This is an optimization exercise on Yosys and OpenROAD, whose aim is small area and a short achievable clock period, not a production implementation. No functional check of the RTL was part of any run shown here. Power and IR drop assume default switching activity.

==> design/flow/design.v <==
`timescale 1ns / 1ps
module FIR_filter #(
    parameter  N1   = 8,
    parameter  N2 = 16 ,
    parameter integer N3  = 32
)(
    input  wire                      clk,
    input  wire                      rst,
    input  wire                      enable,
    input  wire signed [N2-1:0]    input_data,
    output  signed [N3-1:0]   sampleT,
   output   signed [N3-1:0] output_data
);
  reg [15:0] s0;
  reg [16:0] u0, u1, u2, u3, u4, u5;
  reg [4:0] ylo;
  reg yc;
  reg [19:0] yhp, yhg;
  wire vs1, vc2;
  fir_fa u_vs1 (.a(u1[0]), .b(u3[0]), .c(~s0[0]), .s(vs1), .co(vc2));
  wire vs3, vc4;
  fir_fa u_vs3 (.a(u1[1]), .b(u3[1]), .c(~s0[1]), .s(vs3), .co(vc4));
  wire vs5, vc6;
  fir_fa u_vs5 (.a(~u5[1]), .b(vc2), .c(vs3), .s(vs5), .co(vc6));
  wire vs7, vc8;
  fir_fa u_vs7 (.a(u1[2]), .b(u3[2]), .c(~s0[2]), .s(vs7), .co(vc8));
  wire vs9, vc10;
  fir_fa u_vs9 (.a(~u5[2]), .b(vc4), .c(vs7), .s(vs9), .co(vc10));
  wire vs11, vc12;
  fir_fa u_vs11 (.a(u1[3]), .b(u3[3]), .c(~s0[3]), .s(vs11), .co(vc12));
  wire vs13, vc14;
  fir_fa u_vs13 (.a(~u5[3]), .b(vc8), .c(vs11), .s(vs13), .co(vc14));
  wire vs15, vc16;
  fir_fa u_vs15 (.a(u1[4]), .b(u3[4]), .c(~s0[4]), .s(vs15), .co(vc16));
  wire vs17, vc18;
  fir_fa u_vs17 (.a(~u5[4]), .b(vc12), .c(vs15), .s(vs17), .co(vc18));
  wire vs19, vc20;
  fir_fa u_vs19 (.a(u1[5]), .b(u3[5]), .c(~s0[5]), .s(vs19), .co(vc20));
  wire vs21, vc22;
  fir_fa u_vs21 (.a(~u5[5]), .b(vc16), .c(vs19), .s(vs21), .co(vc22));
  wire vs23, vc24;
  fir_fa u_vs23 (.a(u1[6]), .b(u3[6]), .c(~s0[6]), .s(vs23), .co(vc24));
  wire vs25, vc26;
  fir_fa u_vs25 (.a(~u5[6]), .b(vc20), .c(vs23), .s(vs25), .co(vc26));
  wire vs27, vc28;
  fir_fa u_vs27 (.a(u1[7]), .b(u3[7]), .c(~s0[7]), .s(vs27), .co(vc28));
  wire vs29, vc30;
  fir_fa u_vs29 (.a(~u5[7]), .b(vc24), .c(vs27), .s(vs29), .co(vc30));
  wire vs31, vc32;
  fir_fa u_vs31 (.a(u1[8]), .b(u3[8]), .c(~s0[8]), .s(vs31), .co(vc32));
  wire vs33, vc34;
  fir_fa u_vs33 (.a(~u5[8]), .b(vc28), .c(vs31), .s(vs33), .co(vc34));
  wire vs35, vc36;
  fir_fa u_vs35 (.a(u1[9]), .b(u3[9]), .c(~s0[9]), .s(vs35), .co(vc36));
  wire vs37, vc38;
  fir_fa u_vs37 (.a(~u5[9]), .b(vc32), .c(vs35), .s(vs37), .co(vc38));
  wire vs39, vc40;
  fir_fa u_vs39 (.a(u1[10]), .b(u3[10]), .c(~s0[10]), .s(vs39), .co(vc40));
  wire vs41, vc42;
  fir_fa u_vs41 (.a(~u5[10]), .b(vc36), .c(vs39), .s(vs41), .co(vc42));
  wire vs43, vc44;
  fir_fa u_vs43 (.a(u1[11]), .b(u3[11]), .c(~s0[11]), .s(vs43), .co(vc44));
  wire vs45, vc46;
  fir_fa u_vs45 (.a(~u5[11]), .b(vc40), .c(vs43), .s(vs45), .co(vc46));
  wire vs47, vc48;
  fir_fa u_vs47 (.a(u1[12]), .b(u3[12]), .c(~s0[12]), .s(vs47), .co(vc48));
  wire vs49, vc50;
  fir_fa u_vs49 (.a(~u5[12]), .b(vc44), .c(vs47), .s(vs49), .co(vc50));
  wire vs51, vc52;
  fir_fa u_vs51 (.a(u1[13]), .b(u3[13]), .c(~s0[13]), .s(vs51), .co(vc52));
  wire vs53, vc54;
  fir_fa u_vs53 (.a(~u5[13]), .b(vc48), .c(vs51), .s(vs53), .co(vc54));
  wire vs55, vc56;
  fir_fa u_vs55 (.a(u1[14]), .b(u3[14]), .c(~s0[14]), .s(vs55), .co(vc56));
  wire vs57, vc58;
  fir_fa u_vs57 (.a(~u5[14]), .b(vc52), .c(vs55), .s(vs57), .co(vc58));
  wire vs59, vc60;
  fir_fa u_vs59 (.a(u1[15]), .b(u3[15]), .c(s0[15]), .s(vs59), .co(vc60));
  wire vs61, vc62;
  fir_fa u_vs61 (.a(~u5[15]), .b(vc56), .c(vs59), .s(vs61), .co(vc62));
  wire vs63, vc64;
  fir_fa u_vs63 (.a(~u1[16]), .b(~u3[16]), .c(u5[16]), .s(vs63), .co(vc64));
  wire vs65, vc66;
  fir_ha u_vs65 (.a(vc60), .b(vs63), .s(vs65), .co(vc66));
  wire qs67 = ~(~u5[0] ^ vs1);
  wire qc68 = ~u5[0] | vs1;
  wire qs69 = ~(qc68 ^ vs5);
  wire qc70 = qc68 | vs5;
  wire qs71 = ~(~u5[0] ^ vs1);
  wire qc72 = ~u5[0] | vs1;
  wire qs73, qc74;
  fir_fa u_qs73 (.a(vc6), .b(vs9), .c(qs71), .s(qs73), .co(qc74));
  wire qs75, qc76;
  fir_fa u_qs75 (.a(qc70), .b(qs73), .c(~input_data[0]), .s(qs75), .co(qc76));
  wire qs77 = ~(vc10 ^ qc72);
  wire qc78 = vc10 | qc72;
  wire qs79, qc80;
  fir_fa u_qs79 (.a(vs5), .b(vs13), .c(qc74), .s(qs79), .co(qc80));
  wire qs81, qc82;
  fir_fa u_qs81 (.a(qs77), .b(~input_data[1]), .c(~input_data[3]), .s(qs81), .co(qc82));
  wire qs83, qc84;
  fir_fa u_qs83 (.a(qs79), .b(qc76), .c(qs81), .s(qs83), .co(qc84));
  wire qs85, qc86;
  fir_fa u_qs85 (.a(u0[0]), .b(u1[0]), .c(u3[0]), .s(qs85), .co(qc86));
  wire qs87, qc88;
  fir_fa u_qs87 (.a(u4[0]), .b(qs85), .c(vc6), .s(qs87), .co(qc88));
  wire qs89, qc90;
  fir_fa u_qs89 (.a(vc14), .b(vs9), .c(vs17), .s(qs89), .co(qc90));
  wire qs91, qc92;
  fir_fa u_qs91 (.a(qc78), .b(qs87), .c(qs89), .s(qs91), .co(qc92));
  wire qs93, qc94;
  fir_fa u_qs93 (.a(~input_data[2]), .b(~input_data[4]), .c(qc80), .s(qs93), .co(qc94));
  wire qs95, qc96;
  fir_fa u_qs95 (.a(qs91), .b(qc82), .c(qs93), .s(qs95), .co(qc96));
  wire qs97, qc98;
  fir_fa u_qs97 (.a(u0[1]), .b(u1[1]), .c(u3[1]), .s(qs97), .co(qc98));
  wire qs99, qc100;
  fir_fa u_qs99 (.a(u4[1]), .b(qc86), .c(qs97), .s(qs99), .co(qc100));
  wire qs101, qc102;
  fir_fa u_qs101 (.a(vc10), .b(vc18), .c(vs13), .s(qs101), .co(qc102));
  wire qs103, qc104;
  fir_fa u_qs103 (.a(vs21), .b(qs99), .c(qc88), .s(qs103), .co(qc104));
  wire qs105, qc106;
  fir_fa u_qs105 (.a(qc90), .b(qs101), .c(~input_data[3]), .s(qs105), .co(qc106));
  wire qs107, qc108;
  fir_fa u_qs107 (.a(~input_data[5]), .b(qs103), .c(qc92), .s(qs107), .co(qc108));
  wire qs109, qc110;
  fir_fa u_qs109 (.a(qc94), .b(qs105), .c(qs107), .s(qs109), .co(qc110));
  wire qs111, qc112;
  fir_fa u_qs111 (.a(u0[2]), .b(u1[2]), .c(u3[2]), .s(qs111), .co(qc112));
  wire qs113, qc114;
  fir_fa u_qs113 (.a(u4[2]), .b(u2[0]), .c(qc98), .s(qs113), .co(qc114));
  wire qs115, qc116;
  fir_fa u_qs115 (.a(qs111), .b(vc14), .c(vc22), .s(qs115), .co(qc116));
  wire qs117, qc118;
  fir_fa u_qs117 (.a(qc100), .b(qs113), .c(vs17), .s(qs117), .co(qc118));
  wire qs119, qc120;
  fir_fa u_qs119 (.a(vs25), .b(qc102), .c(qs115), .s(qs119), .co(qc120));
  wire qs121, qc122;
  fir_fa u_qs121 (.a(qs117), .b(qc104), .c(~input_data[4]), .s(qs121), .co(qc122));
  wire qs123, qc124;
  fir_fa u_qs123 (.a(~input_data[6]), .b(qs119), .c(qc106), .s(qs123), .co(qc124));
  wire qs125, qc126;
  fir_fa u_qs125 (.a(qs121), .b(qc108), .c(qs123), .s(qs125), .co(qc126));
  wire qs127, qc128;
  fir_fa u_qs127 (.a(u0[3]), .b(u1[3]), .c(u3[3]), .s(qs127), .co(qc128));
  wire qs129, qc130;
  fir_fa u_qs129 (.a(u4[3]), .b(u2[1]), .c(qc112), .s(qs129), .co(qc130));
  wire qs131, qc132;
  fir_fa u_qs131 (.a(qs127), .b(qc114), .c(vc18), .s(qs131), .co(qc132));
  wire qs133, qc134;
  fir_fa u_qs133 (.a(vc26), .b(qs129), .c(vs21), .s(qs133), .co(qc134));
  wire qs135, qc136;
  fir_fa u_qs135 (.a(vs29), .b(qc116), .c(qc118), .s(qs135), .co(qc136));
  wire qs137, qc138;
  fir_fa u_qs137 (.a(qs131), .b(qs133), .c(~input_data[5]), .s(qs137), .co(qc138));
  wire qs139, qc140;
  fir_fa u_qs139 (.a(~input_data[7]), .b(qc120), .c(qs135), .s(qs139), .co(qc140));
  wire qs141, qc142;
  fir_fa u_qs141 (.a(qc122), .b(qs137), .c(qs139), .s(qs141), .co(qc142));
  wire qs143, qc144;
  fir_fa u_qs143 (.a(qc124), .b(qs141), .c(qc126), .s(qs143), .co(qc144));
  wire qs145, qc146;
  fir_fa u_qs145 (.a(u0[4]), .b(u1[4]), .c(u3[4]), .s(qs145), .co(qc146));
  wire qs147, qc148;
  fir_fa u_qs147 (.a(u4[4]), .b(u2[2]), .c(qc128), .s(qs147), .co(qc148));
  wire qs149, qc150;
  fir_fa u_qs149 (.a(qs145), .b(qc130), .c(vc22), .s(qs149), .co(qc150));
  wire qs151, qc152;
  fir_fa u_qs151 (.a(vc30), .b(qs147), .c(vs25), .s(qs151), .co(qc152));
  wire qs153, qc154;
  fir_fa u_qs153 (.a(vs33), .b(qc132), .c(qc134), .s(qs153), .co(qc154));
  wire qs155, qc156;
  fir_fa u_qs155 (.a(qs149), .b(qs151), .c(~input_data[6]), .s(qs155), .co(qc156));
  wire qs157, qc158;
  fir_fa u_qs157 (.a(~input_data[8]), .b(qc136), .c(qs153), .s(qs157), .co(qc158));
  wire qs159, qc160;
  fir_fa u_qs159 (.a(qc138), .b(qs155), .c(qc140), .s(qs159), .co(qc160));
  wire qs161, qc162;
  fir_fa u_qs161 (.a(qs157), .b(qc142), .c(qs159), .s(qs161), .co(qc162));
  wire qs163, qc164;
  fir_fa u_qs163 (.a(u0[5]), .b(u1[5]), .c(u3[5]), .s(qs163), .co(qc164));
  wire qs165, qc166;
  fir_fa u_qs165 (.a(u4[5]), .b(u2[3]), .c(qc146), .s(qs165), .co(qc166));
  wire qs167, qc168;
  fir_fa u_qs167 (.a(qs163), .b(qc148), .c(vc26), .s(qs167), .co(qc168));
  wire qs169, qc170;
  fir_fa u_qs169 (.a(vc34), .b(qs165), .c(vs29), .s(qs169), .co(qc170));
  wire qs171, qc172;
  fir_fa u_qs171 (.a(vs37), .b(qc150), .c(qc152), .s(qs171), .co(qc172));
  wire qs173, qc174;
  fir_fa u_qs173 (.a(qs167), .b(qs169), .c(~input_data[7]), .s(qs173), .co(qc174));
  wire qs175, qc176;
  fir_fa u_qs175 (.a(~input_data[9]), .b(qc154), .c(qs171), .s(qs175), .co(qc176));
  wire qs177, qc178;
  fir_fa u_qs177 (.a(qc156), .b(qs173), .c(qc158), .s(qs177), .co(qc178));
  wire qs179, qc180;
  fir_fa u_qs179 (.a(qs175), .b(qc160), .c(qs177), .s(qs179), .co(qc180));
  wire qs181, qc182;
  fir_fa u_qs181 (.a(u0[6]), .b(u1[6]), .c(u3[6]), .s(qs181), .co(qc182));
  wire qs183, qc184;
  fir_fa u_qs183 (.a(u4[6]), .b(u2[4]), .c(qc164), .s(qs183), .co(qc184));
  wire qs185, qc186;
  fir_fa u_qs185 (.a(qs181), .b(qc166), .c(vc30), .s(qs185), .co(qc186));
  wire qs187, qc188;
  fir_fa u_qs187 (.a(vc38), .b(qs183), .c(vs33), .s(qs187), .co(qc188));
  wire qs189, qc190;
  fir_fa u_qs189 (.a(vs41), .b(qc168), .c(qc170), .s(qs189), .co(qc190));
  wire qs191, qc192;
  fir_fa u_qs191 (.a(qs185), .b(qs187), .c(~input_data[8]), .s(qs191), .co(qc192));
  wire qs193, qc194;
  fir_fa u_qs193 (.a(~input_data[10]), .b(qc172), .c(qs189), .s(qs193), .co(qc194));
  wire qs195, qc196;
  fir_fa u_qs195 (.a(qc174), .b(qs191), .c(qc176), .s(qs195), .co(qc196));
  wire qs197, qc198;
  fir_fa u_qs197 (.a(qs193), .b(qc178), .c(qs195), .s(qs197), .co(qc198));
  wire qs199, qc200;
  fir_fa u_qs199 (.a(u0[7]), .b(u1[7]), .c(u3[7]), .s(qs199), .co(qc200));
  wire qs201, qc202;
  fir_fa u_qs201 (.a(u4[7]), .b(u2[5]), .c(qc182), .s(qs201), .co(qc202));
  wire qs203, qc204;
  fir_fa u_qs203 (.a(qs199), .b(qc184), .c(vc34), .s(qs203), .co(qc204));
  wire qs205, qc206;
  fir_fa u_qs205 (.a(vc42), .b(qs201), .c(vs37), .s(qs205), .co(qc206));
  wire qs207, qc208;
  fir_fa u_qs207 (.a(vs45), .b(qc186), .c(qc188), .s(qs207), .co(qc208));
  wire qs209, qc210;
  fir_fa u_qs209 (.a(qs203), .b(qs205), .c(~input_data[9]), .s(qs209), .co(qc210));
  wire qs211, qc212;
  fir_fa u_qs211 (.a(~input_data[11]), .b(qc190), .c(qs207), .s(qs211), .co(qc212));
  wire qs213, qc214;
  fir_fa u_qs213 (.a(qc192), .b(qs209), .c(qc194), .s(qs213), .co(qc214));
  wire qs215, qc216;
  fir_fa u_qs215 (.a(qs211), .b(qc196), .c(qs213), .s(qs215), .co(qc216));
  wire qs217, qc218;
  fir_fa u_qs217 (.a(u0[8]), .b(u1[8]), .c(u3[8]), .s(qs217), .co(qc218));
  wire qs219, qc220;
  fir_fa u_qs219 (.a(u4[8]), .b(u2[6]), .c(qc200), .s(qs219), .co(qc220));
  wire qs221, qc222;
  fir_fa u_qs221 (.a(qs217), .b(qc202), .c(vc38), .s(qs221), .co(qc222));
  wire qs223, qc224;
  fir_fa u_qs223 (.a(vc46), .b(qs219), .c(vs41), .s(qs223), .co(qc224));
  wire qs225, qc226;
  fir_fa u_qs225 (.a(vs49), .b(qc204), .c(qc206), .s(qs225), .co(qc226));
  wire qs227, qc228;
  fir_fa u_qs227 (.a(qs221), .b(qs223), .c(~input_data[10]), .s(qs227), .co(qc228));
  wire qs229, qc230;
  fir_fa u_qs229 (.a(~input_data[12]), .b(qc208), .c(qs225), .s(qs229), .co(qc230));
  wire qs231, qc232;
  fir_fa u_qs231 (.a(qc210), .b(qs227), .c(qc212), .s(qs231), .co(qc232));
  wire qs233, qc234;
  fir_fa u_qs233 (.a(qs229), .b(qc214), .c(qs231), .s(qs233), .co(qc234));
  wire qs235, qc236;
  fir_fa u_qs235 (.a(u0[9]), .b(u1[9]), .c(u3[9]), .s(qs235), .co(qc236));
  wire qs237, qc238;
  fir_fa u_qs237 (.a(u4[9]), .b(u2[7]), .c(qc218), .s(qs237), .co(qc238));
  wire qs239, qc240;
  fir_fa u_qs239 (.a(qs235), .b(qc220), .c(vc42), .s(qs239), .co(qc240));
  wire qs241, qc242;
  fir_fa u_qs241 (.a(vc50), .b(qs237), .c(vs45), .s(qs241), .co(qc242));
  wire qs243, qc244;
  fir_fa u_qs243 (.a(vs53), .b(qc222), .c(qc224), .s(qs243), .co(qc244));
  wire qs245, qc246;
  fir_fa u_qs245 (.a(qs239), .b(qs241), .c(~input_data[11]), .s(qs245), .co(qc246));
  wire qs247, qc248;
  fir_fa u_qs247 (.a(~input_data[13]), .b(qc226), .c(qs243), .s(qs247), .co(qc248));
  wire qs249, qc250;
  fir_fa u_qs249 (.a(qc228), .b(qs245), .c(qc230), .s(qs249), .co(qc250));
  wire qs251, qc252;
  fir_fa u_qs251 (.a(qs247), .b(qc232), .c(qs249), .s(qs251), .co(qc252));
  wire qs253, qc254;
  fir_fa u_qs253 (.a(u0[10]), .b(u1[10]), .c(u3[10]), .s(qs253), .co(qc254));
  wire qs255, qc256;
  fir_fa u_qs255 (.a(u4[10]), .b(u2[8]), .c(qc236), .s(qs255), .co(qc256));
  wire qs257, qc258;
  fir_fa u_qs257 (.a(qs253), .b(qc238), .c(vc46), .s(qs257), .co(qc258));
  wire qs259, qc260;
  fir_fa u_qs259 (.a(vc54), .b(qs255), .c(vs49), .s(qs259), .co(qc260));
  wire qs261, qc262;
  fir_fa u_qs261 (.a(vs57), .b(qc240), .c(qc242), .s(qs261), .co(qc262));
  wire qs263, qc264;
  fir_fa u_qs263 (.a(qs257), .b(qs259), .c(~input_data[12]), .s(qs263), .co(qc264));
  wire qs265, qc266;
  fir_fa u_qs265 (.a(~input_data[14]), .b(qc244), .c(qs261), .s(qs265), .co(qc266));
  wire qs267, qc268;
  fir_fa u_qs267 (.a(qc246), .b(qs263), .c(qc248), .s(qs267), .co(qc268));
  wire qs269, qc270;
  fir_fa u_qs269 (.a(qs265), .b(qc250), .c(qs267), .s(qs269), .co(qc270));
  wire qs271, qc272;
  fir_fa u_qs271 (.a(u0[11]), .b(u1[11]), .c(u3[11]), .s(qs271), .co(qc272));
  wire qs273, qc274;
  fir_fa u_qs273 (.a(u4[11]), .b(u2[9]), .c(qc254), .s(qs273), .co(qc274));
  wire qs275, qc276;
  fir_fa u_qs275 (.a(qs271), .b(qc256), .c(vc50), .s(qs275), .co(qc276));
  wire qs277, qc278;
  fir_fa u_qs277 (.a(vc58), .b(qs273), .c(vs53), .s(qs277), .co(qc278));
  wire qs279, qc280;
  fir_fa u_qs279 (.a(vs61), .b(qc258), .c(qc260), .s(qs279), .co(qc280));
  wire qs281, qc282;
  fir_fa u_qs281 (.a(qs275), .b(qs277), .c(~input_data[13]), .s(qs281), .co(qc282));
  wire qs283, qc284;
  fir_fa u_qs283 (.a(input_data[15]), .b(qc262), .c(qs279), .s(qs283), .co(qc284));
  wire qs285, qc286;
  fir_fa u_qs285 (.a(qc264), .b(qs281), .c(qc266), .s(qs285), .co(qc286));
  wire qs287, qc288;
  fir_fa u_qs287 (.a(qs283), .b(qc268), .c(qs285), .s(qs287), .co(qc288));
  wire qs289, qc290;
  fir_fa u_qs289 (.a(u0[12]), .b(u1[12]), .c(u3[12]), .s(qs289), .co(qc290));
  wire qs291, qc292;
  fir_fa u_qs291 (.a(u4[12]), .b(u2[10]), .c(qc272), .s(qs291), .co(qc292));
  wire qs293, qc294;
  fir_fa u_qs293 (.a(qs289), .b(vs65), .c(qc274), .s(qs293), .co(qc294));
  wire qs295, qc296;
  fir_fa u_qs295 (.a(vc54), .b(vc62), .c(qs291), .s(qs295), .co(qc296));
  wire qs297, qc298;
  fir_fa u_qs297 (.a(vs57), .b(qc276), .c(qs293), .s(qs297), .co(qc298));
  wire qs299, qc300;
  fir_fa u_qs299 (.a(qc278), .b(qs295), .c(~input_data[14]), .s(qs299), .co(qc300));
  wire qs301, qc302;
  fir_fa u_qs301 (.a(qc280), .b(qs297), .c(qc282), .s(qs301), .co(qc302));
  wire qs303, qc304;
  fir_fa u_qs303 (.a(qs299), .b(qc284), .c(qs301), .s(qs303), .co(qc304));
  wire qs305, qc306;
  fir_fa u_qs305 (.a(qc286), .b(qs303), .c(qc288), .s(qs305), .co(qc306));
  wire qs307, qc308;
  fir_fa u_qs307 (.a(u0[13]), .b(u1[13]), .c(u3[13]), .s(qs307), .co(qc308));
  wire qs309, qc310;
  fir_fa u_qs309 (.a(u4[13]), .b(u2[11]), .c(vc64), .s(qs309), .co(qc310));
  wire qs311, qc312;
  fir_fa u_qs311 (.a(qc290), .b(qs307), .c(vc66), .s(qs311), .co(qc312));
  wire qs313, qc314;
  fir_fa u_qs313 (.a(qc292), .b(vc58), .c(qs309), .s(qs313), .co(qc314));
  wire qs315, qc316;
  fir_fa u_qs315 (.a(vs61), .b(qc294), .c(qs311), .s(qs315), .co(qc316));
  wire qs317, qc318;
  fir_fa u_qs317 (.a(qc296), .b(qs313), .c(qc298), .s(qs317), .co(qc318));
  wire qs319, qc320;
  fir_fa u_qs319 (.a(qs315), .b(input_data[15]), .c(qc300), .s(qs319), .co(qc320));
  wire qs321, qc322;
  fir_fa u_qs321 (.a(qs317), .b(qc302), .c(qs319), .s(qs321), .co(qc322));
  wire qs323, qc324;
  fir_ha u_qs323 (.a(qc304), .b(qs321), .s(qs323), .co(qc324));
  wire qs325, qc326;
  fir_fa u_qs325 (.a(u0[14]), .b(u1[14]), .c(u3[14]), .s(qs325), .co(qc326));
  wire qs327 = ~(u4[14] ^ u2[12]);
  wire qc328 = u4[14] | u2[12];
  wire qs329, qc330;
  fir_fa u_qs329 (.a(qc308), .b(qs325), .c(qs327), .s(qs329), .co(qc330));
  wire qs331, qc332;
  fir_fa u_qs331 (.a(vs65), .b(qc310), .c(vc62), .s(qs331), .co(qc332));
  wire qs333, qc334;
  fir_fa u_qs333 (.a(qs329), .b(qc312), .c(qc314), .s(qs333), .co(qc334));
  wire qs335, qc336;
  fir_fa u_qs335 (.a(qs331), .b(qc316), .c(qs333), .s(qs335), .co(qc336));
  wire qs337, qc338;
  fir_fa u_qs337 (.a(qc318), .b(qs335), .c(qc320), .s(qs337), .co(qc338));
  wire qs339, qc340;
  fir_ha u_qs339 (.a(qc322), .b(qs337), .s(qs339), .co(qc340));
  wire qs341, qc342;
  fir_fa u_qs341 (.a(u0[15]), .b(u1[15]), .c(u3[15]), .s(qs341), .co(qc342));
  wire qs343 = ~(u4[15] ^ u2[13]);
  wire qc344 = u4[15] | u2[13];
  wire qs345, qc346;
  fir_fa u_qs345 (.a(vc64), .b(qc326), .c(qc328), .s(qs345), .co(qc346));
  wire qs347, qc348;
  fir_fa u_qs347 (.a(qs341), .b(qs343), .c(vc66), .s(qs347), .co(qc348));
  wire qs349, qc350;
  fir_fa u_qs349 (.a(qc330), .b(qs345), .c(qs347), .s(qs349), .co(qc350));
  wire qs351, qc352;
  fir_fa u_qs351 (.a(qc332), .b(qc334), .c(qs349), .s(qs351), .co(qc352));
  wire qs353, qc354;
  fir_fa u_qs353 (.a(qc336), .b(qs351), .c(qc338), .s(qs353), .co(qc354));
  wire qs355, qc356;
  fir_fa u_qs355 (.a(~u0[16]), .b(~u1[16]), .c(~u3[16]), .s(qs355), .co(qc356));
  wire qs357, qc358;
  fir_fa u_qs357 (.a(~u4[16]), .b(u2[14]), .c(qc342), .s(qs357), .co(qc358));
  wire qs359, qc360;
  fir_fa u_qs359 (.a(qc344), .b(qs355), .c(qc346), .s(qs359), .co(qc360));
  wire qs361, qc362;
  fir_fa u_qs361 (.a(qs357), .b(qc348), .c(qs359), .s(qs361), .co(qc362));
  wire qs363, qc364;
  fir_fa u_qs363 (.a(qc350), .b(qs361), .c(qc352), .s(qs363), .co(qc364));
  wire qs365 = ~(u2[15] ^ qc356);
  wire qc366 = u2[15] | qc356;
  wire qs367, qc368;
  fir_fa u_qs367 (.a(qc358), .b(qs365), .c(qc360), .s(qs367), .co(qc368));
  wire qs369, qc370;
  fir_ha u_qs369 (.a(qc362), .b(qs367), .s(qs369), .co(qc370));
  wire qs371 = ~(~u2[16] ^ qc366);
  wire qc372 = ~u2[16] | qc366;
  wire qs373, qc374;
  fir_ha u_qs373 (.a(qs371), .b(qc368), .s(qs373), .co(qc374));
  wire [5:0] qa = {1'b0, qc84, qs83, ~input_data[2], qs69, qs67};
  wire [5:0] qb = {1'b0, qs95, 1'b0, qs75, ~input_data[1], ~input_data[0]};
  wire [5:0] ylo_next_p = qa ^ qb;
  wire [5:0] ylo_next_g = qa & qb;
  wire [4:0] ylo_next_c;
  fir_pfx_ylo_next u_pfx_ylo_next (.p(ylo_next_p[4:0]), .g(ylo_next_g[4:0]), .c(ylo_next_c));
  wire [5:0] ylo_next = ylo_next_p ^ {ylo_next_c, 1'b0};
  wire [19:0] yha_next = {1'b1, qc372, qs373, qs369, qs363, qc340, qs339, qs323, qs305, qc270, qc252, qc234, qc216, qc198, qc180, qc162, qs161, qs143, qc110, qc96};
  wire [19:0] yhb_next = {1'b0, qc374, qc370, qc364, qc354, qs353, qc324, qc306, 1'b0, qs287, qs269, qs251, qs233, qs215, qs197, qs179, qc144, 1'b0, qs125, qs109};
  wire [19:0] yhp_next = yha_next ^ yhb_next;
  wire [19:0] yhg_next = yha_next & yhb_next;
  wire [16:0] ui_a = {input_data[15], input_data};
  wire [16:0] ui_b = {s0[15], s0};
  wire [16:0] u_in_p = ui_a ^ ui_b;
  wire [16:0] u_in_g = ui_a & ui_b;
  wire [15:0] u_in_c;
  fir_pfx_u_in u_pfx_u_in (.p(u_in_p[15:0]), .g(u_in_g[15:0]), .c(u_in_c));
  wire [16:0] u_in = u_in_p ^ {u_in_c, 1'b0};
  wire [20:0] yo_p = {yhp, 1'b0};
  wire [20:0] yo_g = {yhg, yc};
  wire [19:0] yo_c;
  fir_pfx_yo u_pfx_yo (.p(yo_p[19:0]), .g(yo_g[19:0]), .c(yo_c));
  wire [20:0] yo = yo_p ^ {yo_c, 1'b0};
  wire yo_sgn0;
  fir_xor u_yo_sgn0 (.a(yo_p[20]), .b(yo_c[19]), .y(yo_sgn0));
  wire yo_sgn1;
  fir_xor u_yo_sgn1 (.a(yo_p[20]), .b(yo_c[19]), .y(yo_sgn1));
  wire yo_sgn2;
  fir_xor u_yo_sgn2 (.a(yo_p[20]), .b(yo_c[19]), .y(yo_sgn2));
  wire yo_sgn3;
  fir_xor u_yo_sgn3 (.a(yo_p[20]), .b(yo_c[19]), .y(yo_sgn3));
  wire [24:0] y = {yo[20:1], ylo};
  wire [7:0] ysign = {{2{yo_sgn3}}, {2{yo_sgn2}}, {2{yo_sgn1}}, {2{yo_sgn0}}};
  wire ld, hold;
  fir_ctl u_ctl (.rst(rst), .enable(enable), .ld(ld), .hold(hold));
  always @(posedge clk) begin
    ylo <= ({5{ld}} & ylo_next[4:0]) | ({5{hold}} & ylo);
    yc <= ({1{ld}} & ylo_next[5]) | ({1{hold}} & yc);
    yhp <= ({20{ld}} & yhp_next) | ({20{hold}} & yhp);
    yhg <= (({20{ld}} & yhg_next) | ({20{hold}} & yhg)) & 20'b01111111011111111011;
    s0 <= ({16{ld}} & input_data) | ({16{hold}} & s0);
    u0 <= ({17{ld}} & u_in) | ({17{hold}} & u0);
    u1 <= ({17{ld}} & u0) | ({17{hold}} & u1);
    u2 <= ({17{ld}} & u1) | ({17{hold}} & u2);
    u3 <= ({17{ld}} & u2) | ({17{hold}} & u3);
    u4 <= ({17{ld}} & u3) | ({17{hold}} & u4);
    u5 <= ({17{ld}} & u4) | ({17{hold}} & u5);
  end
  assign output_data = {ysign, y[23:0]};
  assign sampleT = {{16{s0[15]}}, s0};
endmodule
module fir_fa (input wire a, input wire b, input wire c, output wire s, output wire co);
  assign s = a ^ b ^ c;
  assign co = (a & b) | (a & c) | (b & c);
endmodule
module fir_ha (input wire a, input wire b, output wire s, output wire co);
  assign s = a ^ b;
  assign co = a & b;
endmodule
module fir_ctl (input wire rst, input wire enable, output wire ld, output wire hold);
  assign ld = enable & ~rst;
  assign hold = ~enable & ~rst;
endmodule
module fir_xor (input wire a, input wire b, output wire y);
  assign y = a ^ b;
endmodule
module fir_pfx_ylo_next (input wire [4:0] p, input wire [4:0] g, output wire [4:0] c);
  wire G1 = g[1] | (p[1] & g[0]);
  wire P2 = p[1] & p[0];
  wire G3 = g[3] | (p[3] & g[2]);
  wire P4 = p[3] & p[2];
  wire G5 = g[2] | (p[2] & G1);
  wire P6 = p[2] & P2;
  wire G7 = G3 | (P4 & G1);
  wire P8 = P4 & P2;
  wire G9 = g[4] | (p[4] & G7);
  wire P10 = p[4] & P8;
  assign c = {G9, G7, G5, G1, g[0]};
endmodule
module fir_pfx_yo (input wire [19:0] p, input wire [19:0] g, output wire [19:0] c);
  wire G1 = g[1] | (p[1] & g[0]);
  wire P2 = (p[1] & p[0]);
  wire G3 = g[2] | (p[2] & g[1]);
  wire P4 = (p[2] & p[1]);
  wire G5 = g[3] | (p[3] & g[2]);
  wire P6 = (p[3] & p[2]);
  wire G7 = g[4] | (p[4] & g[3]);
  wire P8 = (p[4] & p[3]);
  wire G9 = g[5] | (p[5] & g[4]);
  wire P10 = (p[5] & p[4]);
  wire G11 = g[6] | (p[6] & g[5]);
  wire P12 = (p[6] & p[5]);
  wire G13 = g[7] | (p[7] & g[6]);
  wire P14 = (p[7] & p[6]);
  wire G15 = g[8] | (p[8] & g[7]);
  wire P16 = (p[8] & p[7]);
  wire G17 = g[9] | (p[9] & g[8]);
  wire P18 = (p[9] & p[8]);
  wire G19 = g[10] | (p[10] & g[9]);
  wire P20 = (p[10] & p[9]);
  wire G21 = g[11] | (p[11] & g[10]);
  wire P22 = (p[11] & p[10]);
  wire G23 = g[12] | (p[12] & g[11]);
  wire P24 = (p[12] & p[11]);
  wire G25 = g[13] | (p[13] & g[12]);
  wire P26 = (p[13] & p[12]);
  wire G27 = g[14] | (p[14] & g[13]);
  wire P28 = (p[14] & p[13]);
  wire G29 = g[15] | (p[15] & g[14]);
  wire P30 = (p[15] & p[14]);
  wire G31 = g[16] | (p[16] & g[15]);
  wire P32 = (p[16] & p[15]);
  wire G33 = g[17] | (p[17] & g[16]);
  wire P34 = (p[17] & p[16]);
  wire G35 = g[18] | (p[18] & g[17]);
  wire P36 = (p[18] & p[17]);
  wire G37 = g[19] | (p[19] & g[18]);
  wire P38 = (p[19] & p[18]);
  wire G39 = G3 | (P4 & g[0]);
  wire P40 = (P4 & p[0]);
  wire G41 = G5 | (P6 & G1);
  wire P42 = (P6 & P2);
  wire G43 = G7 | (P8 & G3);
  wire P44 = (P8 & P4);
  wire G45 = G9 | (P10 & G5);
  wire P46 = (P10 & P6);
  wire G47 = G11 | (P12 & G7);
  wire P48 = (P12 & P8);
  wire G49 = G13 | (P14 & G9);
  wire P50 = (P14 & P10);
  wire G51 = G15 | (P16 & G11);
  wire P52 = (P16 & P12);
  wire G53 = G17 | (P18 & G13);
  wire P54 = (P18 & P14);
  wire G55 = G19 | (P20 & G15);
  wire P56 = (P20 & P16);
  wire G57 = G21 | (P22 & G17);
  wire P58 = (P22 & P18);
  wire G59 = G23 | (P24 & G19);
  wire P60 = (P24 & P20);
  wire G61 = G25 | (P26 & G21);
  wire P62 = (P26 & P22);
  wire G63 = G27 | (P28 & G23);
  wire P64 = (P28 & P24);
  wire G65 = G29 | (P30 & G25);
  wire P66 = (P30 & P26);
  wire G67 = G31 | (P32 & G27);
  wire P68 = (P32 & P28);
  wire G69 = G33 | (P34 & G29);
  wire P70 = (P34 & P30);
  wire G71 = G35 | (P36 & G31);
  wire P72 = (P36 & P32);
  wire G73 = G37 | (P38 & G33);
  wire P74 = (P38 & P34);
  wire G75 = G43 | (P44 & g[0]);
  wire P76 = (P44 & p[0]);
  wire G77 = G45 | (P46 & G1);
  wire P78 = (P46 & P2);
  wire G79 = G47 | (P48 & G39);
  wire P80 = (P48 & P40);
  wire G81 = G49 | (P50 & G41);
  wire P82 = (P50 & P42);
  wire G83 = G51 | (P52 & G43);
  wire P84 = (P52 & P44);
  wire G85 = G53 | (P54 & G45);
  wire P86 = (P54 & P46);
  wire G87 = G55 | (P56 & G47);
  wire P88 = (P56 & P48);
  wire G89 = G57 | (P58 & G49);
  wire P90 = (P58 & P50);
  wire G91 = G59 | (P60 & G51);
  wire P92 = (P60 & P52);
  wire G93 = G61 | (P62 & G53);
  wire P94 = (P62 & P54);
  wire G95 = G63 | (P64 & G55);
  wire P96 = (P64 & P56);
  wire G97 = G65 | (P66 & G57);
  wire P98 = (P66 & P58);
  wire G99 = G67 | (P68 & G59);
  wire P100 = (P68 & P60);
  wire G101 = G69 | (P70 & G61);
  wire P102 = (P70 & P62);
  wire G103 = G71 | (P72 & G63);
  wire P104 = (P72 & P64);
  wire G105 = G73 | (P74 & G65);
  wire P106 = (P74 & P66);
  wire G107 = G83 | (P84 & g[0]);
  wire P108 = (P84 & p[0]);
  wire G109 = G85 | (P86 & G1);
  wire P110 = (P86 & P2);
  wire G111 = G87 | (P88 & G39);
  wire P112 = (P88 & P40);
  wire G113 = G89 | (P90 & G41);
  wire P114 = (P90 & P42);
  wire G115 = G91 | (P92 & G75);
  wire P116 = (P92 & P76);
  wire G117 = G93 | (P94 & G77);
  wire P118 = (P94 & P78);
  wire G119 = G95 | (P96 & G79);
  wire P120 = (P96 & P80);
  wire G121 = G97 | (P98 & G81);
  wire P122 = (P98 & P82);
  wire G123 = G99 | (P100 & G83);
  wire P124 = (P100 & P84);
  wire G125 = G101 | (P102 & G85);
  wire P126 = (P102 & P86);
  wire G127 = G103 | (P104 & G87);
  wire P128 = (P104 & P88);
  wire G129 = G105 | (P106 & G89);
  wire P130 = (P106 & P90);
  wire G131 = G123 | (P124 & g[0]);
  wire P132 = (P124 & p[0]);
  wire G133 = G125 | (P126 & G1);
  wire P134 = (P126 & P2);
  wire G135 = G127 | (P128 & G39);
  wire P136 = (P128 & P40);
  wire G137 = G129 | (P130 & G41);
  wire P138 = (P130 & P42);
  assign c = {G137, G135, G133, G131, G121, G119, G117, G115, G113, G111, G109, G107, G81, G79, G77, G75, G41, G39, G1, g[0]};
endmodule
module fir_pfx_u_in (input wire [15:0] p, input wire [15:0] g, output wire [15:0] c);
  wire G1 = g[1] | (p[1] & g[0]);
  wire P2 = p[1] & p[0];
  wire G3 = g[3] | (p[3] & g[2]);
  wire P4 = p[3] & p[2];
  wire G5 = g[5] | (p[5] & g[4]);
  wire P6 = p[5] & p[4];
  wire G7 = g[7] | (p[7] & g[6]);
  wire P8 = p[7] & p[6];
  wire G9 = g[9] | (p[9] & g[8]);
  wire P10 = p[9] & p[8];
  wire G11 = g[11] | (p[11] & g[10]);
  wire P12 = p[11] & p[10];
  wire G13 = g[13] | (p[13] & g[12]);
  wire P14 = p[13] & p[12];
  wire G15 = g[15] | (p[15] & g[14]);
  wire P16 = p[15] & p[14];
  wire G17 = G3 | (P4 & G1);
  wire P18 = P4 & P2;
  wire G19 = G7 | (P8 & G5);
  wire P20 = P8 & P6;
  wire G21 = G11 | (P12 & G9);
  wire P22 = P12 & P10;
  wire G23 = G15 | (P16 & G13);
  wire P24 = P16 & P14;
  wire G25 = G19 | (P20 & G17);
  wire P26 = P20 & P18;
  wire G27 = G23 | (P24 & G21);
  wire P28 = P24 & P22;
  wire G29 = G27 | (P28 & G25);
  wire P30 = P28 & P26;
  wire G31 = G21 | (P22 & G25);
  wire P32 = P22 & P26;
  wire G33 = G5 | (P6 & G17);
  wire P34 = P6 & P18;
  wire G35 = G9 | (P10 & G25);
  wire P36 = P10 & P26;
  wire G37 = G13 | (P14 & G31);
  wire P38 = P14 & P32;
  wire G39 = g[2] | (p[2] & G1);
  wire P40 = p[2] & P2;
  wire G41 = g[4] | (p[4] & G17);
  wire P42 = p[4] & P18;
  wire G43 = g[6] | (p[6] & G33);
  wire P44 = p[6] & P34;
  wire G45 = g[8] | (p[8] & G25);
  wire P46 = p[8] & P26;
  wire G47 = g[10] | (p[10] & G35);
  wire P48 = p[10] & P36;
  wire G49 = g[12] | (p[12] & G31);
  wire P50 = p[12] & P32;
  wire G51 = g[14] | (p[14] & G37);
  wire P52 = p[14] & P38;
  assign c = {G29, G51, G37, G49, G31, G47, G35, G45, G25, G43, G33, G41, G17, G39, G1, g[0]};
endmodule
==> design/flow/flow/run.sh <==
#!/bin/bash
# The standard layout (the standard.sh, unchanged synthesis and steps), with the
# port buffers that the flow inserts on every input and output made from buf_1 cells,
# and repair_timing asked for more setup slack than the 12 ns clock needs.
# make's output goes to layout.log; each tool's own log is under orfs/logs/.
set -euo pipefail
bash standard.sh 'BUFFER_PORTS_ARGS=-buffer_cell sky130_fd_sc_hd__buf_1' SETUP_SLACK_MARGIN=7.6 TNS_END_PERCENT=5 finish > layout.log 2>&1
==> design/flow/standard.sh <==
#!/bin/bash
# synth_recipe.tcl (not shown) runs the flow's synth.tcl, then flattens the netlist and writes it again
# the make line also repeats each setting of config.mk as NAME=value (left out here)
make -C /OpenROAD-flow-scripts/flow DESIGN_CONFIG=/design/flow/config.mk WORK_HOME=/design/flow/orfs CLKGATE_MAP_FILE= SYNTH_SCRIPT=/design/flow/synth_recipe.tcl "${@:-finish}"
==> design/flow/config.mk <==
export PLATFORM = sky130hd
export DESIGN_NAME = FIR_filter
export DESIGN_NICKNAME = FIR_filter
export VERILOG_FILES = /design/flow/design.v
export SDC_FILE = /design/flow/constraint.sdc
export NUM_CORES = 4
export LEC_CHECK = 0
export CAP_MARGIN = 20
export CORE_MARGIN = 2
export CORE_UTILIZATION = 75
export CTS_BUF_LIST = sky130_fd_sc_hd__clkbuf_8
export CTS_CLUSTER_DIAMETER = 100
export CTS_CLUSTER_SIZE = 40
export PLACE_DENSITY = 0.8
export SLEW_MARGIN = 20
export SYNTH_HIERARCHICAL = 1
export SYNTH_MINIMUM_KEEP_SIZE = 0
==> design/flow/constraint.sdc <==
create_clock -name core_clock -period 12.0 [get_ports {clk}]
set_input_delay 2.4000 -clock core_clock [delete_from_list [all_inputs] [get_ports {clk}]]
set_output_delay 2.4000 -clock core_clock [all_outputs]
set_load 0.01 [all_outputs]
==> run summary, run 1 <==
ant diodes 0; Slew HR ~39%; top-count cell post-synth fa_1; synth warn 7; Sink Count 161; result of the run complete, no violations; Ports 83; core outline area around 14000 um2; first-pass GRT wire length 35600 um; LEAKAGE ~5.0 nW; area of the multi-input gates approximately 6700 um2; Main synth FF type dfxtp_1; synthesized area about 11000 um2; Avg WL per Cell a little under 20 um; Final Cycle Share roughly two fifths; fillcell total between 900 and 1000; Sw Pwr around 0.80 mW; Max rail drop VDD around 0.12 mV; Final Instance Area ~11000 um2; critical path class reg2out; Starting Density approximately 76%; Sw Ratio a little under two fifths; Final Setup Violations 0; antenna-violating nets left 0; Synth Register Bits about 160; Longest Clk Path Bufs 2; vias in the first global route 7233; Iteration-0 DRC Markers about 380; pin slew with the least headroom to its limit 0.908 ns; Layout Skew ~0.013 ns; DIE HEIGHT 124 um; largest net degree at the start of global routing 91; post-DP HPWL 16300 um; H-tree lvl count 4; via count 6589; Synth top cells by count fa_1 (174), a22o_1 (161), dfxtp_1 (161), inv_1 (75), buf_4 (65); share of cells above drive strength 1 8.42%; RSZ-0062 raised after global routing true; number of CTS-inserted buffers 17; clock-pin slew on the worst setup and hold paths 0.08 ns; Hold WC Path Type reg2reg; Seq. cell area 3230 um2; clock network fraction of total power 19.0%; fin. max-slew vios 0; cells after synthesis between 800 and 900; gr ovfl total 0; MaxCap Viol Count 0; Vias per Instance approximately 6.1; GRT Total Usage a little under 30%; drt first pass iters 5; row cnt 44; internal power ~1.3 mW; reg2reg path depth 11; placed cell count about 1000; minimum clock period approximately 4.7 ns; share of flip-flops with an asynchronous set or reset 0%; hold-fix buffers at CTS 0; Layout Cells excl Fill roughly 1100; Clock Latency Late Sink about 0.47 ns; global placer's final weighted congestion ~0.85; Setup crit start kind register; final WL ~21000 um; Distinct cells, synth 45; Cell Pwr Density 189 nW/um2; maximum clock rate about 210 MHz; Post-synth EDFFs 0; die area around 15000 um2; average size of a mapped cell approximately 13 um2; DRC viols 0; Max FO, Critical Path 4; chip width around 120 um; combinational power share 50.0%; crit path capture type output pin; Final Hold Vio Count 0; Root Buffer clkbuf_8; setup TNS 0 ns; Worst Path Arrival about 2.3 ns; Reg power frac roughly 31%; area leader, netlist fa_1; dpl cell area between 10000 and 15000 um2; initial antenna violation count 0; sequential share of the synthesized area 29.6%; hold path cells 1; Yosys top cell area share 32.0%; Syn-to-layout area delta 3.05%; total power between 2 and 2.5 mW; final net count between 1000 and 1500; CTS tree done; Critical Path RT 9.60 ns; port buffer count between 80 and 90; top post-synthesis cells by area fa_1 (32%), dfxtp_1 (30%), a22o_1 (13%)
==> sequential cells by signal, summed over array words and instances, names as in the netlist <==
name,count
s0,16
u0,17
u1,17
u2,17
u3,17
u4,17
u5,17
yc,1
yhg,17
yhp,20
ylo,5
==> cell type report <==
type | count | share of cell area, %
multi-input cells | 532 | 59.5
repair buffers | 91 | 3.39
inverters | 75 | 2.62
well taps | 184 | 2.05
flip-flops and latches | 161 | 28.8
clock inverters | 11 | 1.02
clock buffers | 21 | 2.58
==> power groups by stage <==
stage               logic, mW  registers, mW  clock network [mW]
floorplan               0.798          0.649                   0
global placement        0.976          0.661                   0
detailed placement       1.05          0.664                   0
CTS                      1.07          0.653               0.410
global route             1.20          0.662               0.432
finish                   1.06          0.655               0.402
==> metal layers <==
layer	share of wire, %	up-vias	GRT usage (%)
met4	2.9	0	11.4
met3	4.3	50	6.92
li1	-	2950	-
met2	55	165	53.5
met1	38	3424	33.9
met5	0	-	0
==> placed cells by master (no fill, tap or decap), types with 3 or more instances in the layout <==
cell type and instances:
clkinvlp_4 5, nand3_1 3, clkbuf_8 21, fa_2 4, a21oi_1 8, o21ai_0 9, nand2_1 6, buf_4 9
xor2_1 41, buf_1 78, dfxtp_2 8, a21o_1 25, a22o_1 161, and3_1 5, fa_1 170, ha_1 48
dfxtp_1 153, conb_1 7, inv_1 77
==> final timing paths <==
check,from,slack (ns),end
max,yc,7.27,output_data[18]
min reg2reg,u5[11],0.47,u5[11]
min,u5[11],0.47,u5[11]
max reg2reg,s0[11],7.48,yhp[12]
==> worst max-delay path, stage by stage (launching register included) <==
cell and delay, ns:
dfxtp_2 0.34, a211oi_2 0.22, o21bai_2 0.16, a311oi_4 0.40, o31ai_2 0.13, a21o_1 0.18, a21o_1 0.16, xor2_1 0.14
buf_2 0.14
==> Yosys stat by module (local to each module, per instance) <==
module	cells	copies in the design
FIR_filter	536	1
fir_pfx_u_in	51	1
fir_fa	1	174
fir_ha	1	5
fir_ctl	2	1
fir_xor	1	4
fir_pfx_yo	81	1
fir_pfx_ylo_next	10	1
==> metrics by stage <==
step	setup slack, ns	hold slack (ns)	utilization (%)
2_1_floorplan	7.37	0.439	-
3_3_place_gp	6.97	0.453	74.5
3_5_place_dp	6.91	0.450	74.5
4_1_cts	7.24	0.478	77.7
5_1_grt	7.12	0.495	78.0
6_report	7.27	0.473	78.0
==> cells by family (layout without fill, tap and decap cells) <==
family | after synthesis | after routing | share of synthesized area, %
flip-flops | 161 | 161 | 29.6
XOR/XNOR | 43 | 43 | 3.46
buffers and inverters | 176 | 198 | 9.94
AND/OR/NAND/NOR | 28 | 28 | 1.44
AO/OA/AOI/OAI | 231 | 231 | 17.8
other | 1 | 7 | 0.0345
adder cells (fa/ha/maj) | 223 | 223 | 37.7
==> timing repair <==
action | in CTS | in global routing
setup endpoints to repair | 30 | 39
pin swaps | 9 | 2
resized for setup | 12 | 9
buffers inserted | 5 | 0
==> run 2, diff against run 1 <==
--- a/design/flow/design.v
+++ b/design/flow/design.v
@@ -15,5 +15,5 @@
   reg [16:0] u0, u1, u2, u3, u4, u5;
-  reg [4:0] ylo;
+  reg [6:0] ylo;
   reg yc;
-  reg [19:0] yhp, yhg;
+  reg [17:0] yhp, yhg;
   wire vs1, vc2;
@@ -392,13 +392,13 @@
   fir_ha u_qs373 (.a(qs371), .b(qc368), .s(qs373), .co(qc374));
-  wire [5:0] qa = {1'b0, qc84, qs83, ~input_data[2], qs69, qs67};
-  wire [5:0] qb = {1'b0, qs95, 1'b0, qs75, ~input_data[1], ~input_data[0]};
-  wire [5:0] ylo_next_p = qa ^ qb;
-  wire [5:0] ylo_next_g = qa & qb;
-  wire [4:0] ylo_next_c;
-  fir_pfx_ylo_next u_pfx_ylo_next (.p(ylo_next_p[4:0]), .g(ylo_next_g[4:0]), .c(ylo_next_c));
-  wire [5:0] ylo_next = ylo_next_p ^ {ylo_next_c, 1'b0};
-  wire [19:0] yha_next = {1'b1, qc372, qs373, qs369, qs363, qc340, qs339, qs323, qs305, qc270, qc252, qc234, qc216, qc198, qc180, qc162, qs161, qs143, qc110, qc96};
-  wire [19:0] yhb_next = {1'b0, qc374, qc370, qc364, qc354, qs353, qc324, qc306, 1'b0, qs287, qs269, qs251, qs233, qs215, qs197, qs179, qc144, 1'b0, qs125, qs109};
-  wire [19:0] yhp_next = yha_next ^ yhb_next;
-  wire [19:0] yhg_next = yha_next & yhb_next;
+  wire [7:0] qa = {1'b0, qc110, qc96, qc84, qs83, ~input_data[2], qs69, qs67};
+  wire [7:0] qb = {1'b0, qs125, qs109, qs95, 1'b0, qs75, ~input_data[1], ~input_data[0]};
+  wire [7:0] ylo_next_p = qa ^ qb;
+  wire [7:0] ylo_next_g = qa & qb;
+  wire [6:0] ylo_next_c;
+  fir_pfx_ylo_next u_pfx_ylo_next (.p(ylo_next_p[6:0]), .g(ylo_next_g[6:0]), .c(ylo_next_c));
+  wire [7:0] ylo_next = ylo_next_p ^ {ylo_next_c, 1'b0};
+  wire [17:0] yha_next = {1'b1, qc372, qs373, qs369, qs363, qc340, qs339, qs323, qs305, qc270, qc252, qc234, qc216, qc198, qc180, qc162, qs161, qs143};
+  wire [17:0] yhb_next = {1'b0, qc374, qc370, qc364, qc354, qs353, qc324, qc306, 1'b0, qs287, qs269, qs251, qs233, qs215, qs197, qs179, qc144, 1'b0};
+  wire [17:0] yhp_next = yha_next ^ yhb_next;
+  wire [17:0] yhg_next = yha_next & yhb_next;
   wire [16:0] ui_a = {input_data[15], input_data};
@@ -410,16 +410,16 @@
   wire [16:0] u_in = u_in_p ^ {u_in_c, 1'b0};
-  wire [20:0] yo_p = {yhp, 1'b0};
-  wire [20:0] yo_g = {yhg, yc};
-  wire [19:0] yo_c;
-  fir_pfx_yo u_pfx_yo (.p(yo_p[19:0]), .g(yo_g[19:0]), .c(yo_c));
-  wire [20:0] yo = yo_p ^ {yo_c, 1'b0};
+  wire [18:0] yo_p = {yhp, 1'b0};
+  wire [18:0] yo_g = {yhg, yc};
+  wire [17:0] yo_c;
+  fir_pfx_yo u_pfx_yo (.p(yo_p[17:0]), .g(yo_g[17:0]), .c(yo_c));
+  wire [18:0] yo = yo_p ^ {yo_c, 1'b0};
   wire yo_sgn0;
-  fir_xor u_yo_sgn0 (.a(yo_p[20]), .b(yo_c[19]), .y(yo_sgn0));
+  fir_xor u_yo_sgn0 (.a(yo_p[18]), .b(yo_c[17]), .y(yo_sgn0));
   wire yo_sgn1;
-  fir_xor u_yo_sgn1 (.a(yo_p[20]), .b(yo_c[19]), .y(yo_sgn1));
+  fir_xor u_yo_sgn1 (.a(yo_p[18]), .b(yo_c[17]), .y(yo_sgn1));
   wire yo_sgn2;
-  fir_xor u_yo_sgn2 (.a(yo_p[20]), .b(yo_c[19]), .y(yo_sgn2));
+  fir_xor u_yo_sgn2 (.a(yo_p[18]), .b(yo_c[17]), .y(yo_sgn2));
   wire yo_sgn3;
-  fir_xor u_yo_sgn3 (.a(yo_p[20]), .b(yo_c[19]), .y(yo_sgn3));
-  wire [24:0] y = {yo[20:1], ylo};
+  fir_xor u_yo_sgn3 (.a(yo_p[18]), .b(yo_c[17]), .y(yo_sgn3));
+  wire [24:0] y = {yo[18:1], ylo};
   wire [7:0] ysign = {{2{yo_sgn3}}, {2{yo_sgn2}}, {2{yo_sgn1}}, {2{yo_sgn0}}};
@@ -428,6 +428,6 @@
   always @(posedge clk) begin
-    ylo <= ({5{ld}} & ylo_next[4:0]) | ({5{hold}} & ylo);
-    yc <= ({1{ld}} & ylo_next[5]) | ({1{hold}} & yc);
-    yhp <= ({20{ld}} & yhp_next) | ({20{hold}} & yhp);
-    yhg <= (({20{ld}} & yhg_next) | ({20{hold}} & yhg)) & 20'b01111111011111111011;
+    ylo <= ({7{ld}} & ylo_next[6:0]) | ({7{hold}} & ylo);
+    yc <= ({1{ld}} & ylo_next[7]) | ({1{hold}} & yc);
+    yhp <= ({18{ld}} & yhp_next) | ({18{hold}} & yhp);
+    yhg <= (({18{ld}} & yhg_next) | ({18{hold}} & yhg)) & 18'b011111110111111110;
     s0 <= ({16{ld}} & input_data) | ({16{hold}} & s0);
@@ -458,3 +458,3 @@
 endmodule
-module fir_pfx_ylo_next (input wire [4:0] p, input wire [4:0] g, output wire [4:0] c);
+module fir_pfx_ylo_next (input wire [6:0] p, input wire [6:0] g, output wire [6:0] c);
   wire G1 = g[1] | (p[1] & g[0]);
@@ -463,11 +463,19 @@
   wire P4 = p[3] & p[2];
-  wire G5 = g[2] | (p[2] & G1);
-  wire P6 = p[2] & P2;
-  wire G7 = G3 | (P4 & G1);
-  wire P8 = P4 & P2;
-  wire G9 = g[4] | (p[4] & G7);
-  wire P10 = p[4] & P8;
-  assign c = {G9, G7, G5, G1, g[0]};
+  wire G5 = g[5] | (p[5] & g[4]);
+  wire P6 = p[5] & p[4];
+  wire G7 = g[2] | (p[2] & G1);
+  wire P8 = p[2] & P2;
+  wire G9 = G3 | (P4 & G1);
+  wire P10 = P4 & P2;
+  wire G11 = g[6] | (p[6] & G5);
+  wire P12 = p[6] & P6;
+  wire G13 = g[4] | (p[4] & G9);
+  wire P14 = p[4] & P10;
+  wire G15 = G5 | (P6 & G9);
+  wire P16 = P6 & P10;
+  wire G17 = G11 | (P12 & G9);
+  wire P18 = P12 & P10;
+  assign c = {G17, G15, G13, G9, G7, G1, g[0]};
 endmodule
-module fir_pfx_yo (input wire [19:0] p, input wire [19:0] g, output wire [19:0] c);
+module fir_pfx_yo (input wire [17:0] p, input wire [17:0] g, output wire [17:0] c);
   wire G1 = g[1] | (p[1] & g[0]);
@@ -506,107 +514,87 @@
   wire P34 = (p[17] & p[16]);
-  wire G35 = g[18] | (p[18] & g[17]);
-  wire P36 = (p[18] & p[17]);
-  wire G37 = g[19] | (p[19] & g[18]);
-  wire P38 = (p[19] & p[18]);
-  wire G39 = G3 | (P4 & g[0]);
-  wire P40 = (P4 & p[0]);
-  wire G41 = G5 | (P6 & G1);
-  wire P42 = (P6 & P2);
-  wire G43 = G7 | (P8 & G3);
-  wire P44 = (P8 & P4);
-  wire G45 = G9 | (P10 & G5);
-  wire P46 = (P10 & P6);
-  wire G47 = G11 | (P12 & G7);
-  wire P48 = (P12 & P8);
-  wire G49 = G13 | (P14 & G9);
-  wire P50 = (P14 & P10);
-  wire G51 = G15 | (P16 & G11);
-  wire P52 = (P16 & P12);
-  wire G53 = G17 | (P18 & G13);
-  wire P54 = (P18 & P14);
-  wire G55 = G19 | (P20 & G15);
-  wire P56 = (P20 & P16);
-  wire G57 = G21 | (P22 & G17);
-  wire P58 = (P22 & P18);
-  wire G59 = G23 | (P24 & G19);
-  wire P60 = (P24 & P20);
-  wire G61 = G25 | (P26 & G21);
-  wire P62 = (P26 & P22);
-  wire G63 = G27 | (P28 & G23);
-  wire P64 = (P28 & P24);
-  wire G65 = G29 | (P30 & G25);
-  wire P66 = (P30 & P26);
-  wire G67 = G31 | (P32 & G27);
-  wire P68 = (P32 & P28);
-  wire G69 = G33 | (P34 & G29);
-  wire P70 = (P34 & P30);
-  wire G71 = G35 | (P36 & G31);
-  wire P72 = (P36 & P32);
-  wire G73 = G37 | (P38 & G33);
-  wire P74 = (P38 & P34);
-  wire G75 = G43 | (P44 & g[0]);
-  wire P76 = (P44 & p[0]);
-  wire G77 = G45 | (P46 & G1);
-  wire P78 = (P46 & P2);
-  wire G79 = G47 | (P48 & G39);
-  wire P80 = (P48 & P40);
-  wire G81 = G49 | (P50 & G41);
-  wire P82 = (P50 & P42);
-  wire G83 = G51 | (P52 & G43);
-  wire P84 = (P52 & P44);
-  wire G85 = G53 | (P54 & G45);
-  wire P86 = (P54 & P46);
-  wire G87 = G55 | (P56 & G47);
-  wire P88 = (P56 & P48);
-  wire G89 = G57 | (P58 & G49);
-  wire P90 = (P58 & P50);
-  wire G91 = G59 | (P60 & G51);
-  wire P92 = (P60 & P52);
-  wire G93 = G61 | (P62 & G53);
-  wire P94 = (P62 & P54);
-  wire G95 = G63 | (P64 & G55);
-  wire P96 = (P64 & P56);
-  wire G97 = G65 | (P66 & G57);
-  wire P98 = (P66 & P58);
-  wire G99 = G67 | (P68 & G59);
-  wire P100 = (P68 & P60);
-  wire G101 = G69 | (P70 & G61);
-  wire P102 = (P70 & P62);
-  wire G103 = G71 | (P72 & G63);
-  wire P104 = (P72 & P64);
-  wire G105 = G73 | (P74 & G65);
-  wire P106 = (P74 & P66);
-  wire G107 = G83 | (P84 & g[0]);
-  wire P108 = (P84 & p[0]);
-  wire G109 = G85 | (P86 & G1);
-  wire P110 = (P86 & P2);
-  wire G111 = G87 | (P88 & G39);
-  wire P112 = (P88 & P40);
-  wire G113 = G89 | (P90 & G41);
-  wire P114 = (P90 & P42);
-  wire G115 = G91 | (P92 & G75);
-  wire P116 = (P92 & P76);
-  wire G117 = G93 | (P94 & G77);
-  wire P118 = (P94 & P78);
-  wire G119 = G95 | (P96 & G79);
-  wire P120 = (P96 & P80);
-  wire G121 = G97 | (P98 & G81);
-  wire P122 = (P98 & P82);
-  wire G123 = G99 | (P100 & G83);
-  wire P124 = (P100 & P84);
-  wire G125 = G101 | (P102 & G85);
-  wire P126 = (P102 & P86);
-  wire G127 = G103 | (P104 & G87);
-  wire P128 = (P104 & P88);
-  wire G129 = G105 | (P106 & G89);
-  wire P130 = (P106 & P90);
-  wire G131 = G123 | (P124 & g[0]);
-  wire P132 = (P124 & p[0]);
-  wire G133 = G125 | (P126 & G1);
-  wire P134 = (P126 & P2);
-  wire G135 = G127 | (P128 & G39);
-  wire P136 = (P128 & P40);
-  wire G137 = G129 | (P130 & G41);
-  wire P138 = (P130 & P42);
-  assign c = {G137, G135, G133, G131, G121, G119, G117, G115, G113, G111, G109, G107, G81, G79, G77, G75, G41, G39, G1, g[0]};
+  wire G35 = G3 | (P4 & g[0]);
+  wire P36 = (P4 & p[0]);
+  wire G37 = G5 | (P6 & G1);
+  wire P38 = (P6 & P2);
+  wire G39 = G7 | (P8 & G3);
+  wire P40 = (P8 & P4);
+  wire G41 = G9 | (P10 & G5);
+  wire P42 = (P10 & P6);
+  wire G43 = G11 | (P12 & G7);
+  wire P44 = (P12 & P8);
+  wire G45 = G13 | (P14 & G9);
+  wire P46 = (P14 & P10);
+  wire G47 = G15 | (P16 & G11);
+  wire P48 = (P16 & P12);
+  wire G49 = G17 | (P18 & G13);
+  wire P50 = (P18 & P14);
+  wire G51 = G19 | (P20 & G15);
+  wire P52 = (P20 & P16);
+  wire G53 = G21 | (P22 & G17);
+  wire P54 = (P22 & P18);
+  wire G55 = G23 | (P24 & G19);
+  wire P56 = (P24 & P20);
+  wire G57 = G25 | (P26 & G21);
+  wire P58 = (P26 & P22);
+  wire G59 = G27 | (P28 & G23);
+  wire P60 = (P28 & P24);
+  wire G61 = G29 | (P30 & G25);
+  wire P62 = (P30 & P26);
+  wire G63 = G31 | (P32 & G27);
+  wire P64 = (P32 & P28);
+  wire G65 = G33 | (P34 & G29);
+  wire P66 = (P34 & P30);
+  wire G67 = G39 | (P40 & g[0]);
+  wire P68 = (P40 & p[0]);
+  wire G69 = G41 | (P42 & G1);
+  wire P70 = (P42 & P2);
+  wire G71 = G43 | (P44 & G35);
+  wire P72 = (P44 & P36);
+  wire G73 = G45 | (P46 & G37);
+  wire P74 = (P46 & P38);
+  wire G75 = G47 | (P48 & G39);
+  wire P76 = (P48 & P40);
+  wire G77 = G49 | (P50 & G41);
+  wire P78 = (P50 & P42);
+  wire G79 = G51 | (P52 & G43);
+  wire P80 = (P52 & P44);
+  wire G81 = G53 | (P54 & G45);
+  wire P82 = (P54 & P46);
+  wire G83 = G55 | (P56 & G47);
+  wire P84 = (P56 & P48);
+  wire G85 = G57 | (P58 & G49);
+  wire P86 = (P58 & P50);
+  wire G87 = G59 | (P60 & G51);
+  wire P88 = (P60 & P52);
+  wire G89 = G61 | (P62 & G53);
+  wire P90 = (P62 & P54);
+  wire G91 = G63 | (P64 & G55);
+  wire P92 = (P64 & P56);
+  wire G93 = G65 | (P66 & G57);
+  wire P94 = (P66 & P58);
+  wire G95 = G75 | (P76 & g[0]);
+  wire P96 = (P76 & p[0]);
+  wire G97 = G77 | (P78 & G1);
+  wire P98 = (P78 & P2);
+  wire G99 = G79 | (P80 & G35);
+  wire P100 = (P80 & P36);
+  wire G101 = G81 | (P82 & G37);
+  wire P102 = (P82 & P38);
+  wire G103 = G83 | (P84 & G67);
+  wire P104 = (P84 & P68);
+  wire G105 = G85 | (P86 & G69);
+  wire P106 = (P86 & P70);
+  wire G107 = G87 | (P88 & G71);
+  wire P108 = (P88 & P72);
+  wire G109 = G89 | (P90 & G73);
+  wire P110 = (P90 & P74);
+  wire G111 = G91 | (P92 & G75);
+  wire P112 = (P92 & P76);
+  wire G113 = G93 | (P94 & G77);
+  wire P114 = (P94 & P78);
+  wire G115 = G111 | (P112 & g[0]);
+  wire P116 = (P112 & p[0]);
+  wire G117 = G113 | (P114 & G1);
+  wire P118 = (P114 & P2);
+  assign c = {G117, G115, G109, G107, G105, G103, G101, G99, G97, G95, G73, G71, G69, G67, G37, G35, G1, g[0]};
 endmodule
==> run summary, run 2 <==
largest family of logic cells by synthesized area adder cells; dpl cell area 10700 um2; fin. max-slew vios 0; Ports 83; Seq. cell area roughly 3200 um2; Final Cycle Share ~38%; core outline area 14400 um2; GRT Total Usage between 20% and 30%; Root Buffer clkbuf_8; placed cell count roughly 1000; share of cells above drive strength 1 about an eighth; critical path's top delay family compound AO/OA/AOI/OAI gates; Worst path depth 8; Longest Clk Path Bufs 2; Yosys top cell area share about a third; number of CTS-inserted buffers 17; sequential share of the synthesized area roughly 29%; commonest non-fill, non-tap cells in the layout a22o_1 (159), fa_1 (159), dfxtp_1 (140), inv_1 (74), buf_1 (70); average size of a mapped cell approximately 13 um2; Post-synth EDFFs 0; Syn-to-layout area delta 3.86%; final net count ~1100; Avg WL per Cell about 20 um; Starting Density approximately three quarters; CP max-delay cell dfxtp_4; Layout Cells excl Fill around 1100; pin slew with the least headroom to its limit approximately 0.96 ns; crit path capture output_data[26]; first-pass GRT wire length 35400 um; Critical Path RT between 9 and 10 ns; number of flip-flops in the largest register 18; Layout Skew roughly 0.012 ns; Hold WC Path Type reg2reg; Worst Path Arrival 2.15 ns; global placer's final weighted congestion about 0.86; final WL ~21000 um; drt first pass iters 4; post-synthesis mux area share 0%; Worst R2R Start s0[2]; post-synthesis adder-cell area fraction a little under two fifths; Slowest Stage Delay on Critical Path 0.37 ns; Clock Latency Late Sink between 0.4 and 0.5 ns; Main synth FF type dfxtp_1; fillcell total ~900; row cnt 44; synthesized area 10900 um2; Cell Pwr Density about 190 nW/um2; crit path buf inv count 2; Slew HR between 30% and 40%; final hold slack 0.477 ns; Iteration-0 DRC Markers 447; RSZ-0062 raised after global routing true; Sink Count 159; Synth Area in Compound Gates 17.6%; RR Endpoint ylo[6]; Post-Synth Simple-Gate Area under 10%; hold-fix buffers at CTS 0; Distinct cells, synth 48; hold path cells 1; R2R Setup Slk 7.52 ns; via count 6580; vias in the first global route roughly 7100; Top reg by flops yhp; gr ovfl total 0; clock-pin slew on the worst setup and hold paths 0.08 ns; reg2reg path depth 13; crit path capture type output pin; Max FO, Critical Path 5; share of flip-flops with an asynchronous set or reset 0%; XOR/XNOR share of the synthesized area under 10%; critical path class reg2out; Synth Register Bits 159; largest net degree at the start of global routing 96; area of the multi-input gates slightly below 7000 um2; top post-synthesis cells by area fa_1 (32%), dfxtp_1 (29%), a22o_1 (13%); chip width 124 um; Final Setup Violations 0; post-DP HPWL about 16000 um; Setup crit start kind register; cells after synthesis 866; Vias per Instance 6.08; DIE HEIGHT about 120 um; CP cell instances and3_4, a31oi_4, a21oi_2, o21ai_2, buf_6, o21ai_4, xor2_2, clkbuf_2; Worst setup startpoint yhp[3]; H-tree lvl count 4; initial antenna violation count 0; LEAKAGE a little over 5 nW; die area about 15000 um2; minimum clock period about 4.6 ns; top-count cell post-synth fa_1; Final Instance Area between 10000 and 15000 um2; antenna-violating nets left 0; port buffer count about 80; synth warn 7; CTS tree done; result of the run complete, no violations; maximum clock rate 220 MHz; setup TNS 0 ns; MaxCap Viol Count 0; DRC viols 0; Final Hold Vio Count 0; Synth top cells by count fa_1 (174), a22o_1 (159), dfxtp_1 (159), inv_1 (74), buf_4 (66)
[run 2: cell count changes after synthesis, sizes merged, moves of 2 or more]
cell	previous run	this run
nand2b	0	2
nand2	6	10
o21bai	3	5
dfxtp	161	159
a22o	161	159
a31oi	1	3
a21oi	9	11
[run 2: repair_timing]
item | in CTS | in global routing
pin swaps | 10 | 8
endpoints found under the hold margin | 0 | 0
setup buffers | 5 | 4
resized for setup | 24 | 41
endpoints found under the setup margin | 27 | 40
[run 2: worst register-to-register path, stage by stage, from the launching register on]
cell	delay, ns
dfxtp_1	0.39
inv_1	0.08
fa_1	0.52
fa_1	0.49
fa_1	0.44
fa_1	0.39
fa_1	0.52
fa_1	0.42
ha_1	0.36
nand4_1	0.15
nand3_2	0.13
a21o_1	0.21
xor2_1	0.14
a22o_1	0.17
[run 2: worst min path at each step]
| stage | slack, ns | startpoint | to |
|---|---|---|---|
| global placement | 0.45 | u5[2] | u5[2] |
| CTS | 0.48 | u5[1] | u5[1] |
| detailed placement | 0.45 | u5[11] | u5[11] |
| finish | 0.48 | u5[1] | u5[1] |
| global route | 0.50 | u5[0] | u5[0] |
| floorplan | 0.44 | u5[14] | u5[14] |
[run 2: kinds of logic after synthesis]
kind of cell    after synthesis
fa+ha+maj                   223
compound gates              231
other cells                   1
flops                       159
simple gates                 34
xor+xnor                     43
buf+inv                     175
[run 2: area by class of cell]
class	count	share of cell area [%]
tap	184	2.04
multi-input combinational	538	59.6
inverter	74	2.57
clock buffer	21	2.56
timing repair buffer	95	3.75
sequential	159	28.4
clock inverter	11	1.03
[run 2: where the power goes]
group / internal, mW / switching (mW)
registers: 0.581 / 0.0589
logic: 0.537 / 0.550
clock network: 0.205 / 0.196
total: 1.32 / 0.805
[run 2: per-stage QoR]
| stage | power [mW] | setup WS, ns |
|---|---|---|
| after floorplan | 1.49 | 7.25 |
| after detailed placement | 1.73 | 6.91 |
| after global placement | 1.68 | 6.95 |
| after global routing | 2.31 | 7.31 |
| after CTS | 2.14 | 7.43 |
| final | 2.13 | 7.45 |
[run 2: metal layers]
| metal | vias to the layer above | track usage (%) | share of wire, % | wire [um] |
|---|---|---|---|---|
| li1 | 2970 | - | - | - |
| met1 | 3413 | 35.5 | 39 | 8310 |
| met2 | 149 | 50.7 | 55 | 11700 |
| met3 | 48 | 5.88 | 3.6 | 771 |
| met4 | 0 | 10.7 | 2.6 | 546 |
| met5 | - | 0 | 0 | 0 |
[run 2: modules after synthesis (local to each module, per instance)]
module            cell area (um2)  flip-flops and latches
FIR_filter                   6260                     159
fir_pfx_u_in                  357                       0
fir_fa                       20.0                       0
fir_xor                      8.76                       0
fir_ha                       12.5                       0
fir_pfx_yo                    546                       0
fir_ctl                      17.5                       0
fir_pfx_ylo_next              125                       0

Re-timed with assumed drivers on the ports (clkbuf_16 on the clock, buf_2 on other inputs), run 2 has 7.407 ns of setup slack against 7.446 ns with ideal ports, and 7.037 ns once port delays also move by the mid clock arrival of 0.503 ns.
